Background: an optimization exercise with open tools, aiming at small area and a short achievable clock period. Do not read the settings as production practice.
No functional check of the RTL was part of any run shown here.
Power is estimated from default activity; no workload was simulated.

## flow/design.v (module list and top-level ports; edited modules follow where they fit)
// module user_logic: 1070 lines
module user_logic
(
  Bus2IP_Clk,
  Bus2IP_Reset,
  Bus2IP_Data,
  Bus2IP_BE,
  Bus2IP_RdCE,
  Bus2IP_WrCE,
  IP2Bus_Data,
  IP2Bus_RdAck,
  IP2Bus_WrAck,
  IP2Bus_Error
);
  // ...
==> flow/run.sh <==
#!/bin/bash
# synth_recipe.tcl (not shown) runs the flow's synth.tcl, then flattens the netlist and writes it again
# the make line also repeats each setting of config.mk as NAME=value (left out here)
make -C /OpenROAD-flow-scripts/flow DESIGN_CONFIG=/design/flow/config.mk WORK_HOME=/design/flow/orfs CLKGATE_MAP_FILE= SYNTH_SCRIPT=/design/flow/synth_recipe.tcl finish
==> flow/config.mk <==
export PLATFORM = sky130hd
export DESIGN_NAME = user_logic
export DESIGN_NICKNAME = user_logic
export VERILOG_FILES = /design/flow/design.v
export SDC_FILE = /design/flow/constraint.sdc
export NUM_CORES = 4
export LEC_CHECK = 0
export ABC_AREA = 1
export CAP_MARGIN = 20
export CORE_MARGIN = 2
export CORE_UTILIZATION = 40
export SETUP_SLACK_MARGIN = 4
export SLEW_MARGIN = 20
==> flow/constraint.sdc <==
create_clock -name core_clock -period 8.5 [get_ports {Bus2IP_Clk}]
set_input_delay 1.7000 -clock core_clock [delete_from_list [all_inputs] [get_ports {Bus2IP_Clk}]]
set_output_delay 1.7000 -clock core_clock [all_outputs]
set_load 0.01 [all_outputs]
==> summary.txt, run 1 <==
outcome no timing/DRC/antenna violations; Vias 15.9k; Final Cycle Share 56.1%; combinational share of power 39.6%; Comb power 1.10 mW; Area-dominant class multi-input combinational cells; I/O Buffers 77; xor/xnor share of the synthesized area 14.0%; Layout Skew 18.0 ps; P_sw 1.14 mW; ClkCell Share 2.86%; first-pass GRT wire length 98700 µm; internal power 1.63 mW; Die Wd 204 µm; Synth area leaders fa_1 (26%), dfxtp_1 (18%), xor2_1 (13%); final non-filler cell total 2643; Leak Pwr 7.41 nW; total gr overflow 0; Critical Path Start slv_reg0[19]$_SDFFE_PP0P_; drt pass-1 iters 7; mux cell area share after synthesis 0%; dpl hpwl 41500 µm; Levels on crit path 21; Period minus WS final 4770 ps; Routed Antenna Nets 0; class of the worst hold path flop to flop; Buffers & Inverters on Critical Path 6; largest stage delay on the critical path 550 ps; FFs w/ async S/R, synth 0%; clock buffer count 19; Net Count, Synth 2252; clk sinks 145; Worst Path Arrival 5140 ps; Worst Hold Launch tx[0]$_DFF_P_; Final Worst Setup Slack 3730 ps; DRC viols 0; share of cells above drive strength 1 23.2%
==> inputs of run 2 (changes only) <==
--- a/flow/config.mk
+++ b/flow/config.mk
@@ -9,5 +9,4 @@
 export CAP_MARGIN = 20
 export CORE_MARGIN = 2
 export CORE_UTILIZATION = 40
-export SETUP_SLACK_MARGIN = 4
 export SLEW_MARGIN = 20
==> summary.txt, run 2 <==
root buf cell clkbuf_16; Top Layer Used met5; max_slew headroom 27.1%; core area 39600 µm²; Layout Skew 14.8 ps (-3.20 ps); Tightest Pin Transition 1090 ps; initial core utilization 40.5%; fillers 3967; outcome no timing/DRC/antenna violations; Routed Antenna Nets 0 (unchanged); Max Root-Sink Buffers 2; max frequency 0.165 GHz; Period minus WS final 6070 ps (+1300 ps); metal3 WL 5580 µm; Placed Cells 2465; Post-Syn Instances 1981; Setup crit start kind flop; share of cells above drive strength 1 4.46% (-19 points); Max Cap Viol 0; fin util 44.5%; Std-Cell Rows 73; clk sinks 145 (unchanged); crit path max fanout 28; synthesized flop and latch total 145; final setup fails 0; yosys warns 1; FFs w/ async S/R, synth 0% (unchanged); Via density 5.79; ys flop type dfxtp_1; CP top delay family adder cells; WL final 56700 µm; class of the worst hold path flop to flop; largest stage delay on the critical path 620 ps (+70 ps); pin count of the biggest net entering global routing 67; Seq/Total Area, Yosys 18.1%; synth unique cells 42; post-CTS resize count 0; worst path cell trace inv_6 > nand2_2 > and2_4 > clkinv_1 > o22ai_1 > xor2_1 > fa_1 > fa_1 > fa_1 > fa_1 > inv_1 > fa_1 > fa_1 > xnor2_1 > xor2_1 > nand3_1 > nand2_1 > nand2_1 > nand2_1 > inv_1 > nand2_1 > nand2_1; Wirelength per Cell 22.7 µm; commonest non-fill, non-tap cell in the layout nand2_1; Setup Fix Bufs, Post-CTS 0; H-tree Lvls 4; slowest CP cell dfxtp_1; Net Count, Synth 2252 (unchanged); CTS tree yes; pwr dens 149 nW/µm²; Buffers & Inverters on Critical Path 4 (-2); die area 41700 µm²; EDFF count, synth 0; Leak Pwr 6.26 nW (-15%); Final Max Tran Viols 0; WL met2 25300 µm; final hold slack 413 ps; Final Hold Fails 0; first-pass GRT wire length 85900 µm (-13%); dpl hpwl 41700 µm (+0.45%); most frequent cells in the layout nand2_1 (280), xor2_1 (246), o22ai_1 (243), inv_1 (232), fa_1 (211); drt pass-1 iters 6 (-1); CTS clk-pin slew, worst paths 70 ps; Synth area leaders fa_1 (26%), dfxtp_1 (18%), xor2_1 (13%); CTS Buf Count 17; CP Capture Type flop; DR iter-0 viols 1477; Vias 14.5k (-9.1%); share of the synthesized area in the top cell type 26.3%; clk latency of the worst-skew pair 460 ps; Die Wd 204 µm (unchanged); most common cell in the netlist nand2_1; total gr overflow 0 (unchanged); M1 WL 23100 µm; Die H 204 µm; Fin Setup TNS 0 ps; mapped cell area 16000 µm²; Peak VDD IR 0.182 mV; Most common cell on crit path fa_1; Final Cycle Share 71.4% (+15 points); synth cell count leaders nand2_1 (280), xor2_1 (246), o22ai_1 (243); hold-fix buffers at CTS 0; # IOs 79; I/O Buffers 77 (unchanged); number of global-route vias before repair 14.2k; final non-filler cell total 2499 (-5.4%); WP data required 8850 ps; RePlAce Congestion 0.993; RSZ-0062 raised after global routing false; Worst Path Arrival 6420 ps (+1280 ps); area of the multi-input gates 11600 µm²; Syn Area/Cell 8.10 µm²; All-Layer GR Usage 27.6%; critical path class flop to flop; register area 2900 µm²; initial antenna violation count 2; dominant cell type by area after synthesis fa_1; fin nets 2231; Area Overhead vs Synth 10.1%; DRC viols 0 (unchanged)
run 2: cell count changes in the layout (fill, tap and decap cells not counted), sizes merged:
cell           delta
buf             -148
diode             +1
clkinvlp         -23
clkinv            -1
dlygate4sd2       -2
bufinv            -1
clkdlybuf4s15     -8
bufbuf            -3
nand2             -3
clkbuf            -5
clkdlybuf4s50    +38
inv              +11
run 2: worst paths after layout:
path                             start                 endpoint  slack, ps  depth (start not counted)
max reg2reg  slv_reg1[28]$_SDFFE_PP0P_           tx[31]$_DFF_P_       2430                         22
max          slv_reg1[28]$_SDFFE_PP0P_           tx[31]$_DFF_P_       2430                         22
min reg2reg              tx[0]$_DFF_P_  slv_reg2[31]$_SDFF_PP0_        410                          2
min                      tx[0]$_DFF_P_  slv_reg2[31]$_SDFF_PP0_        410                          2
run 2: logic make-up (layout without fill, tap and decap cells):
logic type,Yosys count,in the layout,synth area share [%]
AND/OR/NAND/NOR,504,504,12.8
AO/OA/AOI/OAI,452,452,17.7
buffers and inverters,397,389,9.78
XOR/XNOR,255,255,14.0
adder cells (fa/ha/maj),227,227,27.6
flip-flops,145,145,18.1
other,1,2,0.0234
run 2: worst register-to-register path: stages (launching register included):
cell      delay (ps)
dfxtp_1          620
inv_6            240
nand2_2          130
and2_4           160
clkinv_1         590
o22ai_1          400
xor2_1           240
fa_1             470
fa_1             410
fa_1             500
fa_1             370
inv_1             80
fa_1             420
fa_1             390
xnor2_1          260
xor2_1           220
nand3_1          130
nand2_1           80
nand2_1           50
nand2_1           80
inv_1             40
nand2_1           50
nand2_1           40
run 2: metrics by stage:
| step | power (mW) | setup slack (ps) | cell area (µm²) |
|---|---|---|---|
| detailed placement | 1.85 | 2520 | 17000 |
| finish | 2.62 | 2430 | 17700 |
| global placement | 1.84 | 2470 | 17000 |
| floorplan | 1.50 | 3640 | 16000 |
| global route | 2.78 | 2000 | 17700 |
| CTS | 2.62 | 2490 | 17600 |
run 2: final cells by class:
class | count | share of cell area, %
inverter | 256 | 5.54
sequential | 145 | 16.4
antenna | 1 | 0.0142
tap | 525 | 3.72
timing repair buffer | 101 | 5.40
clock buffer | 19 | 2.57
multi-input combinational | 1439 | 65.5
clock inverter | 13 | 0.780
run 2: where the power goes:
| part | internal, mW | switching (mW) |
|---|---|---|
| Sequential | 0.790 | 0.0900 |
| Combinational | 0.351 | 0.619 |
| Clock | 0.428 | 0.346 |
| Total | 1.57 | 1.05 |
run 2: metal layers:
metal  GRT usage (%)  vias to the layer above
li1                -                     6482
met1            37.4                     6948
met2            42.5                      847
met3            5.31                      187
met4            12.7                        2
met5               0                        -
==> inputs of run 3 (changes only) <==
--- a/flow/config.mk
+++ b/flow/config.mk
@@ -9,4 +9,6 @@
 export CAP_MARGIN = 20
 export CORE_MARGIN = 2
 export CORE_UTILIZATION = 40
+export SETUP_SLACK_MARGIN = 4
 export SLEW_MARGIN = 20
+export TNS_END_PERCENT = 5
==> summary.txt, run 3 <==
outcome no timing/DRC/antenna violations; max_slew headroom 40.9% (+14 points); Final Cell Area 19300 µm² (+9.2%); hold-fix buffers at CTS 0 (unchanged); worst path cell trace inv_1 > nand2_4 > and2_4 > clkinvlp_4 > buf_4 > o22ai_1 > xor2_1 > fa_1 > fa_1 > fa_1 > inv_1 > fa_1 > fa_2 > xnor2_2 > xor2_1 > inv_1 > nand2_1 > nand3_1 > nand2_1 > inv_1 > nand2_1 > nand2_1; Final Cycle Share 57.9% (-14 points); Worst Path Arrival 5290 ps (-1130 ps); register share of total power 32.9% (-0.6 points); combinational share of power 39.3% (+2.3 points); pin count of the biggest net entering global routing 67 (unchanged); Die Wd 204 µm (unchanged); max frequency 0.203 GHz (+23%); dominant cell type by area after synthesis fa_1; Std-Cell Rows 73 (unchanged); WP data required 8860 ps (about the same); Tightest Pin Transition 886 ps (-206 ps); Seq/Total Area, Yosys 18.1% (unchanged); largest stage delay on the critical path 530 ps (-90 ps); RePlAce Congestion 0.938 (-5.5%); initial core utilization 40.5% (unchanged); total gr overflow 0 (unchanged); sw frac 41.1% (+0.90 points); Routed Antenna Nets 0 (unchanged); FFs w/ async S/R, synth 0% (unchanged); root buf cell clkbuf_16; clk latency of the worst-skew pair 470 ps (about the same); Placement Cell Area 17100 µm² (+0.49%); CTS clk-pin slew, worst paths 70 ps (about the same); RSZ-0062 raised after global routing true; class of the worst hold path flop to flop; Die H 204 µm (unchanged); Pwr Total 2.67 mW (+1.9%); Area Overhead vs Synth 20.2%; Leak Pwr 7.12 nW (+14%); most common cell in the netlist nand2_1; # IOs 79 (unchanged); Post-Syn Instances 1981 (unchanged); H-tree Lvls 4 (unchanged); ANT cells 0 (-1); CP Capture Type flop; commonest non-fill, non-tap cell in the layout nand2_1; CTS tree yes; Synth area leaders fa_1 (26%), dfxtp_1 (18%), xor2_1 (13%); EDFF count, synth 0 (unchanged); number of global-route vias before repair 15.6k (+9.9%); first-pass GRT wire length 97100 µm (+13%); drt pass-1 iters 7 (+1); synth cell count leaders nand2_1 (280), xor2_1 (246), o22ai_1 (243); CTS Buf Count 17 (unchanged); ys flop type dfxtp_1; All-Layer GR Usage 31.4% (+3.8 points); crit path max fanout 6 (-79%); Final Hold Fails 0 (unchanged); fin nets 2339 (+4.8%); Vias 15.4k (+6.6%); share of cells above drive strength 1 16.4% (+12 points); mapped cell area 16000 µm² (unchanged); dpl hpwl 42400 µm (+1.6%); internal power 1.58 mW (+0.41%); Syn Area/Cell 8.10 µm² (unchanged); DRC viols 0 (unchanged); P_sw 1.10 mW (+4.2%); Via density 5.92 (+2.3%); synth unique cells 42 (unchanged); Peak VDD IR 0.164 mV (-9.7%); Setup crit start kind flop; WL final 64600 µm (+14%); Max Cap Viol 0 (unchanged); Max Root-Sink Buffers 2 (unchanged); Wirelength per Cell 24.8 µm (+9.2%); Fin Setup TNS 0 ps (unchanged); fillers 3850 (-2.9%); slowest CP cell fa_1; Clock Power Share 27.8% (-1.7 points); initial antenna violation count 0 (-2); core area 39600 µm² (unchanged); final setup fails 0 (unchanged); most frequent cells in the layout nand2_1 (254), xor2_1 (240), o22ai_1 (229), inv_1 (214), fa_1 (198); r2r setup slk 3580 ps (+1150 ps); I/O Buffers 77 (unchanged); yosys warns 1 (unchanged); final hold slack 421 ps (+8.64 ps); die area 41700 µm² (unchanged); Final Max Tran Viols 0 (unchanged); Period minus WS final 4920 ps (-1150 ps); DR iter-0 viols 1909 (+29%); critical path class flop to flop; share of the synthesized area in the top cell type 26.3% (unchanged); pwr dens 139 nW/µm² (-6.6%); synthesized flop and latch total 145 (unchanged); clk sinks 145 (unchanged); Layout Skew 13.8 ps (-1.02 ps); Net Count, Synth 2252 (unchanged)
run 3: cell types whose count changed in the layout (fill, tap and decap cells not counted), moves of 14 or more:
cell             before  now
o22ai_1             243  229
clkinvlp_4            2   18
dfxtp_4               0   14
buf_2                 1   33
clkdlybuf4s50_1      76   39
inv_1               232  214
dfxtp_1             145  124
buf_4                23   96
o22ai_2               2   16
nand2_4               0   17
nand2_1             280  254
run 3: through the flow:
| stage | util, % | setup slack [ps] | std cells |
|---|---|---|---|
| 4_1_cts | 48.3 | 3660 | 2604 |
| 3_3_place_gp | 43.2 | 2600 | 2464 |
| 3_5_place_dp | 43.2 | 2790 | 2464 |
| 2_1_floorplan | - | 3970 | 1981 |
| 6_report | 48.6 | 3580 | 2606 |
| 5_1_grt | 48.6 | 3410 | 2606 |
run 3: path summary, 6_finish.rpt:
check,cells after the start,start,endpoint
setup / recovery,22,slv_reg1[19]$_SDFFE_PP0P_,tx[31]$_DFF_P_
hold / removal,2,tx[0]$_DFF_P_,slv_reg2[31]$_SDFF_PP0_
setup reg to reg,22,slv_reg1[19]$_SDFFE_PP0P_,tx[31]$_DFF_P_
hold reg to reg,2,tx[0]$_DFF_P_,slv_reg2[31]$_SDFF_PP0_
run 3: critical path: cells and delay by family, from the launching register on:
family,cells,cell delay [ps]
buf+inv,6,690
compound gates,1,130
fa+ha+maj,5,2360
simple gates,7,590
xor+xnor,3,630
flops,1,410
run 3: cell families after synthesis:
family	synth area share, %
buf+inv	9.78
simple gates	12.8
flops	18.1
compound gates	17.7
other cells	0.0234
fa+ha+maj	27.6
xor+xnor	14.0
run 3: metal layers:
layer / track usage, % / vias to the layer above / share of wire (%)
met5: 1.07 / - / 0.18
met4: 16.5 / 4 / 5.8
met3: 8.15 / 258 / 11
met2: 48.8 / 998 / 44
met1: 40.0 / 7446 / 39
li1: - / 6720 / -
run 3: area by class of cell:
cell class              count  area (µm²)  area share (%)
clock buffers              20         457            2.37
clock inverters            12        98.8           0.513
inverters                 256        1160            6.00
multi-input cells        1441       12000            62.3
flip-flops and latches    145        2960            15.4
well taps                 525         657            3.41
repair buffers            196        1850            9.60
repair inverters           11        78.8           0.409
run 3: power by group through the flow:
| stage | clock network [mW] | registers [mW] | logic, mW |
|---|---|---|---|
| 2_1_floorplan | 0 | 0.846 | 0.664 |
| 3_3_place_gp | 0 | 0.894 | 0.939 |
| 3_5_place_dp | 0 | 0.890 | 0.959 |
| 4_1_cts | 0.750 | 0.876 | 1.03 |
| 5_1_grt | 0.773 | 0.890 | 1.16 |
| 6_report | 0.744 | 0.881 | 1.05 |
run 3: timing repair:
item | CTS | global route
buffers inserted | 88 | 0
endpoints found under the setup margin | 59 | 58
resized for setup | 324 | 20
pin swaps | 65 | 9
gates cloned | 20 | 2
==> inputs of run 4 (changes only) <==
--- a/flow/config.mk
+++ b/flow/config.mk
@@ -9,6 +9,6 @@
 export CAP_MARGIN = 20
 export CORE_MARGIN = 2
 export CORE_UTILIZATION = 40
-export SETUP_SLACK_MARGIN = 4
+export SETUP_SLACK_MARGIN = 5
 export SLEW_MARGIN = 20
 export TNS_END_PERCENT = 5
==> summary.txt, run 4 <==
outcome no timing/DRC/antenna violations; WL final 67600 µm (+4.8%); Most common cell on crit path fa_1; share of the synthesized area in the top cell type 26.3% (unchanged); fin nets 2380 (+1.8%); largest stage delay on the critical path 680 ps (+150 ps); Std-Cell Rows 73 (unchanged); Routed Antenna Nets 0 (unchanged); fin util 50.5% (+1.9 points); total gr overflow 0 (unchanged); Worst Path Arrival 5250 ps (-40 ps); commonest non-fill, non-tap cell in the layout nand2_1; Net Count, Synth 2252 (unchanged); Tightest Pin Transition 865 ps (-21.2 ps); final setup fails 0 (unchanged); Setup crit start kind flop; Die H 204 µm (unchanged); synth unique cells 42 (unchanged); mapped cell area 16000 µm² (unchanged); Pwr Total 2.75 mW (+2.8%); All-Layer GR Usage 32.6% (+1.2 points); Die Wd 204 µm (unchanged); Final Worst Setup Slack 3650 ps (+71.5 ps); Vias 16.0k (+3.4%); ANT cells 0 (unchanged); Area Overhead vs Synth 24.8%; Final Cell Area 20000 µm² (+3.8%); most common cell in the netlist nand2_1; CTS clk-pin slew, worst paths 80 ps (about the same); worst path cell trace clkinvlp_2 > o22ai_1 > xor2_1 > fa_1 > fa_1 > fa_1 > fa_1 > inv_1 > fa_1 > inv_1 > fa_1 > inv_1; Final Hold Fails 0 (unchanged); Via density 6.03 (+1.8%); critical path class flop to flop; pin count of the biggest net entering global routing 67 (unchanged); RSZ-0062 raised after global routing true; first-pass GRT wire length 100000 µm (+3.1%); DP Worst Slack 2490 ps (-302 ps); pwr dens 137 nW/µm² (-1.0%); root buf cell clkbuf_16; Leak Pwr 7.43 nW (+4.4%); RePlAce Congestion 0.929 (-1.0%); H-tree Lvls 4 (unchanged); class of the worst hold path flop to flop; Final Cycle Share 57.1% (-0.84 points); Synth area leaders fa_1 (26%), dfxtp_1 (18%), xor2_1 (13%); max frequency 0.206 GHz (+1.5%); Period minus WS final 4850 ps (-71.5 ps); Buffers & Inverters on Critical Path 4 (-2); dominant cell type by area after synthesis fa_1; drt pass-1 iters 7 (unchanged); CP Capture Type flop; most frequent cells in the layout nand2_1 (243), xor2_1 (240), o22ai_1 (220), inv_1 (208), fa_1 (175); Layout Skew 16.4 ps (+2.58 ps); synth cell count leaders nand2_1 (280), xor2_1 (246), o22ai_1 (243); Peak VDD IR 0.176 mV (+7.2%); slowest CP cell clkinvlp_2; initial antenna violation count 0 (unchanged); dpl hpwl 42000 µm (-0.82%); FFs w/ async S/R, synth 0% (unchanged); Final Max Tran Viols 0 (unchanged); I/O Buffers 77 (unchanged); number of global-route vias before repair 16.1k (+2.8%); Fin Setup TNS 0 ps (unchanged); initial core utilization 40.5% (unchanged); Seq/Total Area, Yosys 18.1% (unchanged); die area 41700 µm² (unchanged); CTS Buf Count 17 (unchanged); Post-Syn Instances 1981 (unchanged); WP data required 8900 ps (+40 ps); Wirelength per Cell 25.6 µm (+3.2%); DRC viols 0 (unchanged); max_slew headroom 42.3% (+1.4 points); EDFF count, synth 0 (unchanged); Max Cap Viol 0 (unchanged); share of cells above drive strength 1 19.6% (+3.2 points); # IOs 79 (unchanged); Syn Area/Cell 8.10 µm² (unchanged); CTS tree yes; synthesized flop and latch total 145 (unchanged); crit path max fanout 10 (+4); core area 39600 µm² (unchanged); DR iter-0 viols 2018 (+5.7%); clk latency of the worst-skew pair 470 ps (about the same); Max Root-Sink Buffers 2 (unchanged); fillers 3727 (-3.2%); clk sinks 145 (unchanged); CP top delay family adder cells; Placement Cell Area 17200 µm² (+0.20%); ys flop type dfxtp_1; yosys warns 1 (unchanged)
run 4: final timing paths:
check,slack (ps),endpoint,from,cells past startpoint
min reg2reg,420,slv_reg2[31]$_SDFF_PP0_,tx[0]$_DFF_P_,2
max reg2reg,3650,tx[23]$_DFF_P_,slv_reg0[18]$_SDFFE_PP0P_,12
min,420,slv_reg2[31]$_SDFF_PP0_,tx[0]$_DFF_P_,2
max,3650,tx[23]$_DFF_P_,slv_reg0[18]$_SDFFE_PP0P_,12
run 4: tightest hold or removal path, delay by kind of cell (launching register included):
| family | cells | cell delay (ps) |
|---|---|---|
| AND/OR/NAND/NOR | 1 | 40 |
| flip-flops | 1 | 300 |
| buffers and inverters | 1 | 40 |
run 4: area by class of cell:
| cell class | instances | area [µm²] | area share (%) |
|---|---|---|---|
| Multi-Input combinational cell | 1444 | 12300 | 61.4 |
| Sequential cell | 145 | 2980 | 14.9 |
| Timing Repair Buffer | 232 | 2240 | 11.2 |
| Inverter | 256 | 1170 | 5.85 |
| Tap cell | 525 | 657 | 3.28 |
| Clock buffer | 17 | 425 | 2.13 |
| Clock inverter | 15 | 164 | 0.819 |
| Timing Repair inverter | 13 | 86.3 | 0.431 |
run 4: cells by family (layout without fill, tap and decap cells):
family,Yosys count,in the layout,synth area share [%]
XOR/XNOR,255,255,14.0
AND/OR/NAND/NOR,504,509,12.8
other,1,1,0.0234
flip-flops,145,145,18.1
adder cells (fa/ha/maj),227,227,27.6
buffers and inverters,397,533,9.78
AO/OA/AOI/OAI,452,452,17.7
run 4: through the flow:
| step | std cells | hold slack, ps |
|---|---|---|
| finish | 2647 | 420 |
| global route | 2647 | 432 |
| CTS | 2642 | 418 |
| detailed placement | 2461 | 407 |
| global placement | 2461 | 401 |
| floorplan | 1981 | 394 |
run 4: layer usage:
metal / global-route usage, % / part of all wire [%] / up-vias
met4: 18.1 / 6.5 / 0
met5: 0 / 0 / -
met2: 50.6 / 44 / 1174
met3: 9.69 / 13 / 297
met1: 40.4 / 36 / 7672
li1: - / - / 6811
run 4: what timing repair did:
action / CTS / global route
resized for setup: 323 / 26
setup buffers: 124 / 5
hold buffers: 0 / 0
gates cloned: 25 / 0
setup endpoints to repair: 82 / 68
pin swaps: 72 / 23
run 4: report_power, final:
| group | leakage [nW] | total (mW) | switching (mW) | internal (mW) |
|---|---|---|---|---|
| logic | 5.95 | 1.08 | 0.673 | 0.408 |
| clock network | 0.286 | 0.787 | 0.370 | 0.417 |
| registers | 1.20 | 0.881 | 0.0953 | 0.786 |

[port drivers added, routing unchanged]
How much do the figures lean on ideal ports? The routed layouts below were timed once more, with nothing changed but the port constraints.
Step 1 sets driving cells, clkbuf_16 on the clock port and buf_2 on the other inputs (assumed; they add their load-dependent delay and slew).
Step 2 times the ports against the registers' clock, not the clock port: input delays grow and output delays shrink by t, the midpoint of the rising clock arrivals with the driver on.
a / b / c = ideal / step 1 / step 2; a / b = the first two.
| run | t, ns | setup WS [ns] | worst setup path after step 2 | latest minus earliest clock arrival (ns) |
|---|---|---|---|---|
| run 1 | 0.528 | 3.730 / 3.730 / 3.730 | register to register | 0.019 / 0.019 |
| run 2 | 0.508 | 2.429 / 2.429 / 2.429 | register to register | 0.016 / 0.016 |
| run 3 | 0.520 | 3.577 / 3.577 / 3.577 | register to register | 0.014 / 0.014 |
| run 4 | 0.516 | 3.649 / 3.649 / 3.649 | register to register | 0.017 / 0.018 |
After both steps setup and hold are still met in every run listed.
